Context: an optimization exercise on an open-source flow, tuned for small area and a short achievable clock period. The choices shown serve that exercise and are no tape-out recipe.
Only simulation tests tie the RTL to the original design; equivalence was not proved.
Power figures rest on the tool's default switching activity, not on a simulated workload.

==> flow/design.v <==
module softermax (
    input clk,
    input  [79:0] unnormed_in,
    output [319:0] final_softmax
);
    function automatic [15:0] pow_val(input [1:0] f, input [3:0] s, input z);
        logic [15:0] h;
        begin
            case (f)
                2'd0: h = 16'h8000;
                2'd1: h = 16'h6BA2;
                2'd2: h = 16'h5A82;
                default: h = 16'h4C1B;
            endcase
            pow_val = z ? 16'd0 : (h >> s);
        end
    endfunction
    genvar i, j;
    logic [9:0][6:0] key0;
    logic [9:0][5:0] u0;
    logic [9:0][1:0] f0;
    generate
        for (i = 0; i < 10; i++) begin : g_in
            wire [5:0] w = unnormed_in[8*i+2 +: 6] ^ 6'h20;
            wire       nz = |unnormed_in[8*i +: 2];
            wire       wrap = (&w) & nz;
            assign key0[i] = wrap ? 7'd0 : {w, nz};
            assign u0[i] = w + {5'd0, nz};
            assign f0[i] = 2'd0 - unnormed_in[8*i +: 2];
        end
    endgenerate
    logic [9:0] top;
    logic [6:0] kmx;
    logic [9:0][9:0] gt;    
    generate
        for (i = 0; i < 10; i++) begin : g_gt
            for (j = i + 1; j < 10; j++) begin : g_pair
                assign gt[j][i] = key0[j] > key0[i];
            end
        end
        for (i = 0; i < 10; i++) begin : g_top
            wire [9:0] ok;
            for (j = 0; j < 10; j++) begin : g_ok
                if (j < i) begin : g_before
                    assign ok[j] = gt[i][j];
                end else if (j > i) begin : g_after
                    assign ok[j] = ~gt[j][i];
                end else begin : g_self
                    assign ok[j] = 1'b1;
                end
            end
            assign top[i] = &ok;
        end
    endgenerate
    always_comb begin
        kmx = 7'd0;
        for (int k = 0; k < 10; k++) kmx = kmx | ({7{top[k]}} & key0[k]);
    end
    logic [9:0][3:0] s0;
    logic [9:0]      z0;
    generate
        for (i = 0; i < 10; i++) begin : g_s
            wire [5:0] s = kmx[6:1] - u0[i] + {5'd0, kmx[0]};
            assign s0[i] = s[3:0];
            assign z0[i] = |s[5:4];
        end
    endgenerate
    logic [9:0][1:0] f_q;
    logic [9:0][3:0] s_q;
    logic [9:0]      z_q;
    always_ff @(posedge clk) begin
        f_q <= f0;
        s_q <= s0;
        z_q <= z0;
    end
    logic [9:0][15:0] p1;
    generate
        for (i = 0; i < 10; i++) begin : g_p
            assign p1[i] = pow_val(f_q[i], s_q[i], z_q[i]);
        end
    endgenerate
    wire [18:0] sum1 = p1[0] + p1[1] + p1[2] + p1[3] + p1[4]
                     + p1[5] + p1[6] + p1[7] + p1[8] + p1[9];
    wire [9:0] d1 = sum1[18:9];
    logic [3:0]  k1;
    logic [5:0]  dl;
    assign k1 = d1[9:6];
    assign dl = d1[5:0];
    wire [12:0] rl_1 = 13'd4096 - {2'd0, dl, 5'd0};
    wire [12:0] rl_2 = 13'd2133 - ({4'd0, dl, 3'd0} + {6'd0, dl, 1'd0});
    wire [12:0] rl_3 = 13'd1429 - ({5'd0, dl, 2'd0} + {7'd0, dl});
    wire [12:0] rl_4 = 13'd1075 - ({6'd0, dl, 1'd0} + {7'd0, dl});
    wire [12:0] rl_5 = 13'd861  - {6'd0, dl, 1'd0};
    wire [12:0] rl_6 = 13'd713  - {7'd0, dl};
    wire [12:0] rl_7 = 13'd2965 - {7'd0, dl};
    wire [14:0] rl3_1 = 15'd12288 - ({3'd0, dl, 6'd0} + {4'd0, dl, 5'd0});
    wire [14:0] rl3_2 = 15'd6399  - ({4'd0, dl, 5'd0} - {8'd0, dl, 1'd0});
    wire [14:0] rl3_3 = 15'd4287  - ({5'd0, dl, 4'd0} - {9'd0, dl});
    wire [14:0] rl3_4 = 15'd3225  - ({6'd0, dl, 3'd0} + {9'd0, dl});
    wire [14:0] rl3_5 = 15'd2583  - ({7'd0, dl, 2'd0} + {8'd0, dl, 1'd0});
    wire [14:0] rl3_6 = 15'd2139  - ({8'd0, dl, 1'd0} + {9'd0, dl});
    wire [14:0] rl3_7 = 15'd8895  - ({8'd0, dl, 1'd0} + {9'd0, dl});
    wire [5:0]  dm1   = dl - 6'd1;
    wire [12:0] rl_0  = {1'b0, dm1, dl};
    wire [14:0] rl3_0 = {3'd0, dm1, dl} + {2'd0, dm1, dl, 1'b0};
    wire [11:0] rh3_0 = {4'd0, 2'b11, dl} + {5'd0, dl, 1'b0};
    wire [11:0] rh3_d = {2'b00, d1[8:0], 1'b0} + {1'b0, d1[8:0], 2'b00};
    logic [9:0]  rh;
    logic [12:0] rl;
    logic [11:0] rh3;
    logic [14:0] rl3;
    always_comb begin
        rh = 10'd0;
        rh3 = 12'd0;
        rl = 13'd0;
        rl3 = 15'd0;
        case (k1)
            4'd0: begin rh = {4'd1, dl}; rh3 = rh3_0; rl = rl_0; rl3 = rl3_0; end
            4'd1: begin rh = {d1[8:0], 1'b0}; rh3 = rh3_d; rl = rl_1; rl3 = rl3_1; end
            4'd2: begin rh = {d1[8:0], 1'b0}; rh3 = rh3_d; rl = rl_2; rl3 = rl3_2; end
            4'd3: begin rh = {d1[8:0], 1'b0}; rh3 = rh3_d; rl = rl_3; rl3 = rl3_3; end
            4'd4: begin rh = {d1[8:0], 1'b0}; rh3 = rh3_d; rl = rl_4; rl3 = rl3_4; end
            4'd5: begin rh = {d1[8:0], 1'b0}; rh3 = rh3_d; rl = rl_5; rl3 = rl3_5; end
            4'd6: begin rh = {d1[8:0], 1'b0}; rh3 = rh3_d; rl = rl_6; rl3 = rl3_6; end
            4'd7: begin rh = {d1[8:0], 1'b0}; rh3 = rh3_d; rl = rl_7; rl3 = rl3_7; end
            4'd8: begin rl = 13'd967; rl3 = 15'd2901; end
            4'd9: begin rl = 13'd864; rl3 = 15'd2592; end
            default: ;
        endcase
    end
    logic [9:0][15:0] p_q;
    logic [9:0]  rh_q;
    logic [12:0] rl_q;
    logic [11:0] rh3_q;
    logic [14:0] rl3_q;
    always_ff @(posedge clk) begin
        p_q   <= p1;
        rh_q  <= rh;
        rl_q  <= rl;
        rh3_q <= rh3;
        rl3_q <= rl3;
    end
    wire [24:0] r2 = {rh_q, 2'b00, rl_q};
    wire [26:0] r3 = {rh3_q, rl3_q};
    logic [9:0][31:0] y2;
    logic [9:0][7:0][31:0] rows;
    generate
        for (i = 0; i < 10; i++) begin : g_mul
            genvar t;
            for (t = 0; t < 8; t++) begin : g_row
                wire [1:0] dg = p_q[i][2*t+1 -: 2];
                wire sel1 = dg == 2'd1;
                wire sel2 = dg == 2'd2;
                wire sel3 = dg == 2'd3;
                wire [26:0] m = ({27{sel1}} & {2'b00, r2})
                              | ({27{sel2}} & {1'b0, r2, 1'b0})
                              | ({27{sel3}} & r3);
                assign rows[i][t] = {5'd0, m} << (2*t);
            end
            assign y2[i] = rows[i][0] + rows[i][1] + rows[i][2] + rows[i][3]
                         + rows[i][4] + rows[i][5] + rows[i][6] + rows[i][7];
        end
    endgenerate
    logic [319:0] y_q;
    always_ff @(posedge clk) y_q <= y2;
    assign final_softmax = y_q;
endmodule
==> flow/run.sh <==
#!/bin/bash
# synth_recipe.tcl (not shown) runs the flow's synth.tcl, then flattens the netlist and writes it again
# the make line also repeats each setting of config.mk as NAME=value (left out here)
make -C /OpenROAD-flow-scripts/flow DESIGN_CONFIG=/design/flow/config.mk WORK_HOME=/design/flow/orfs CLKGATE_MAP_FILE= SYNTH_SCRIPT=/design/flow/synth_recipe.tcl finish
==> flow/config.mk <==
export PLATFORM = sky130hd
export DESIGN_NAME = softermax
export DESIGN_NICKNAME = softermax
export VERILOG_FILES = /design/flow/design.v
export SDC_FILE = /design/flow/constraint.sdc
export NUM_CORES = 4
export LEC_CHECK = 0
export ABC_AREA = 1
export CAP_MARGIN = 20
export CORE_MARGIN = 2
export CORE_UTILIZATION = 40
export SLEW_MARGIN = 20
==> flow/constraint.sdc <==
create_clock -name core_clock -period 17.5 [get_ports {clk}]
set_input_delay 3.5000 -clock core_clock [delete_from_list [all_inputs] [get_ports {clk}]]
set_output_delay 3.5000 -clock core_clock [all_outputs]
set_load 0.01 [all_outputs]
==> flow_metrics.tcl <==
set metrics [dict create \
    rsz0062_at_grt "false" \
    whs_ns 0.666 \
    postRouteAntennaNets 0 \
    max-vdd-ir-drop_mv 0.608 \
    antenna_found_initial 40 \
    grt_use_met2_pct 49.1 \
    rows 188 \
    layout.cells.non_filler 17136 \
    yosys_warnings 1 \
    fmax_mhz 104 \
    vias_per_cell 6.22 \
    period_needed_ns 9.65 \
    avgSynthCellArea_um2 7.68 \
    drcViolationCount 0 \
    cts_tree "done" \
    drtPass1Iterations 8 \
    drive_above_1_share_pct 4.79 \
    fin_tns_setup_ns 0 \
    fin_skew_ns 0.0669 \
    grt_use_met3_pct 11.9 \
    synth_seq_cells 597 \
    dp.cells 16968 \
    clock_sinks 597 \
    cts_resized 0 \
    syn_nets 16229 \
    critPathKind "flip-flop to flip-flop" \
    core_um2 262000 \
    synth_top_area_cell "fa_1" \
    min_path_type "flip-flop to flip-flop" \
    syn_to_final_growth_pct 9.96 \
    clockRootBuffer "clkbuf_16" \
    drt_iter0_markers 15002 \
    die_w_um 516 \
    synth_edf_count 0 \
    syn_area_um2 105000 \
    worst_path_max_delay_cell "a211oi_1" \
    initial_core_util_pct 40.1 \
    synth_async_sr_flop_share_pct 0 \
    hold_viol 0 \
    cts.hold.buffers_added 0 \
    clk_path_buf_depth 3 \
    outcome "finished clean" \
    globalplace.congestion 1.03 \
    path_clk_slew_ns 0.07 \
    seq_area_frac_synth_pct 11.4 \
    h-tree-depth 3 \
    post_cts_buffers 0 \
    worst-path-max-fanout 20 \
    worst_ep_required_time_ns 18.13 \
    synthCells 13680 \
    setup_viol 0 \
    met1_usage_pct 44.8 \
    maxCapViolCount 0 \
    wl_per_cell_um 27.6 \
    grt_pass1_vias 103539 \
    setup.worst_path.start_class "flip-flop" \
    top_usage_layer "met2" \
    die_h_um 516 \
    end_kind "flip-flop" \
    grt_max_degree 88 \
    die_area_um2 267000 \
    grt_use_total_pct 34.5 \
    worst_slew_pin_slew_ns 1.34 \
    arrival_ns 10.28 \
    leakagePower_uw 0.0532 \
    maxSlewViolCount 0 \
    top_level_ports 401 \
    critPathMaxStageDelay_ns 0.73 \
    ys.flop_type "dfxtp_1" \
    max-slew-margin-rel_pct 9.58 \
    ys_top_cells_by_count "inv_1 (2262), nand2_1 (2058), a21oi_1 (1447)" \
    final_nets 16086 \
    powerDensity_nw_per_um2 231 \
    hpwlAfterDp_um 340000 \
    grt_pass1_wl_um 690000 \
    vias 106535 \
    overflow 0 \
    synth_area_leaders "fa_1 (25%), ha_1 (13%), dfxtp_1 (11%), inv_1 (8.1%), nand2_1 (7.4%)" \
    r2r_setup_slack_ns 7.85 \
    clk_latency_ns 0.81 \
    routed_wl_um 472000 \
    synthDistinctLibCells 73 \
    synth.most_common_cell "inv_1" \
    numCtsBuffers 82 \
    yosysTopAreaCellShare_pct 25.5 \
    fin_crit_sh_pct 55.2 \
    port_buffers 400 \
]
cells in the final DEF (no fill, tap or decap), types with 17 or more instances in the layout:
cell / count
a21o_1: 20
o211ai_1: 24
o31ai_1: 21
o21bai_1: 26
nand2_2: 34
diode_2: 20
a22oi_1: 20
nand2_1: 2058
o21ai_1: 36
nand3_1: 277
xnor2_1: 147
nor2_1: 537
inv_1: 2241
nor3_1: 85
xor2_1: 249
ha_1: 1132
o22ai_1: 1065
a31oi_1: 30
dfxtp_1: 575
o221ai_1: 593
clkdlybuf4s50_1: 400
fa_1: 1336
clkbuf_16: 83
a211oi_1: 59
nand4_1: 64
a21oi_1: 1447
buf_4: 313
o21ai_0: 359
inv_2: 35
or2_2: 17
clkinv_2: 32
power by group:
group | internal (uW) | switching [uW] | total (uW) | leakage [uW]
logic | 7100 | 15200 | 22300 | 0.0468
clock network | 1090 | 755 | 1850 | 0.00141
registers | 1930 | 601 | 2530 | 0.00495
kinds of logic after synthesis:
group | count (synthesis) | synth area share [%]
buf+inv | 3259 | 11.7
xor+xnor | 399 | 3.35
fa+ha+maj | 2468 | 38.9
simple gates | 3155 | 12.3
compound gates | 3801 | 22.3
flops | 597 | 11.4
mux | 1 | 0.00953
registers in the layout, indices dropped and copies added (netlist names):
register  flops
f_q          20
p_q         160
rh3_q        12
rh_q          9
rl3_q        14
rl_q         12
s_q          40
y_q         320
z_q          10
area by class of cell:
class | count | area (um2)
inverter | 2312 | 8720
clock buffer | 103 | 2230
antenna | 20 | 50.0
clock inverter | 45 | 678
fill | 26465 | 146000
tap | 3515 | 4400
timing repair buffer | 720 | 6490
sequential | 597 | 12000
multi-input combinational | 9824 | 80900
per-layer routing:
metal	vias up	part of all wire [%]	routed length [um]
met5	-	0.081	383
met4	18	7.1	33600
met3	2112	14	67600
met2	8452	40	190000
met1	50089	38	181000
li1	45864	-	-
through the flow:
step,util (%),setup slack (ns),power [uW],area (um2)
2_1_floorplan,-,8.68,16300,105000
3_3_place_gp,43.0,7.44,24000,113000
3_5_place_dp,43.0,7.32,23900,113000
4_1_cts,44.1,8.10,26000,115000
5_1_grt,44.1,7.39,28700,115000
6_report,44.1,7.85,26700,115000
final timing paths:
check               to     from  cells past startpoint
max          rl3_q[11]   f_q[6]                     41
min           p_q[144]  s_q[39]                      1
max reg2reg  rl3_q[11]   f_q[6]                     41
min reg2reg   p_q[144]  s_q[39]                      1
critical path: cells and delay by family, from the launching register on:
kind / cells / cell delay, ns
xor+xnor: 1 / 0.06
compound gates: 3 / 0.89
simple gates: 19 / 2.59
fa+ha+maj: 9 / 3.79
flops: 1 / 0.69
buf+inv: 9 / 1.43

afterwards: timing with drivers on the ports:
No port has a modelled driver above. Below, the same layout with a new extraction and two added sets of constraints.
Step 1 (the two cells are an assumption about what drives the block):
set clk [get_ports {clk}]
set_driving_cell -lib_cell sky130_fd_sc_hd__clkbuf_16 $clk
set_driving_cell -lib_cell sky130_fd_sc_hd__buf_2 [delete_from_list [all_inputs] $clk]
Step 2 times the ports against the registers' clock, not the clock port: input delays grow and output delays shrink by t, the midpoint of the rising clock arrivals with the driver on.
Three values: ideal, step 1, step 2; two values: the first two.
t (ns): 0.864
setup slack, ns: 7.847 / 7.847 / 7.361
pins driven straight from the clock port: 1
After both steps this run still meets setup and hold. For this run, drivers alone change the setup slack by 0.000 ns; drivers and shift together by -0.486 ns.
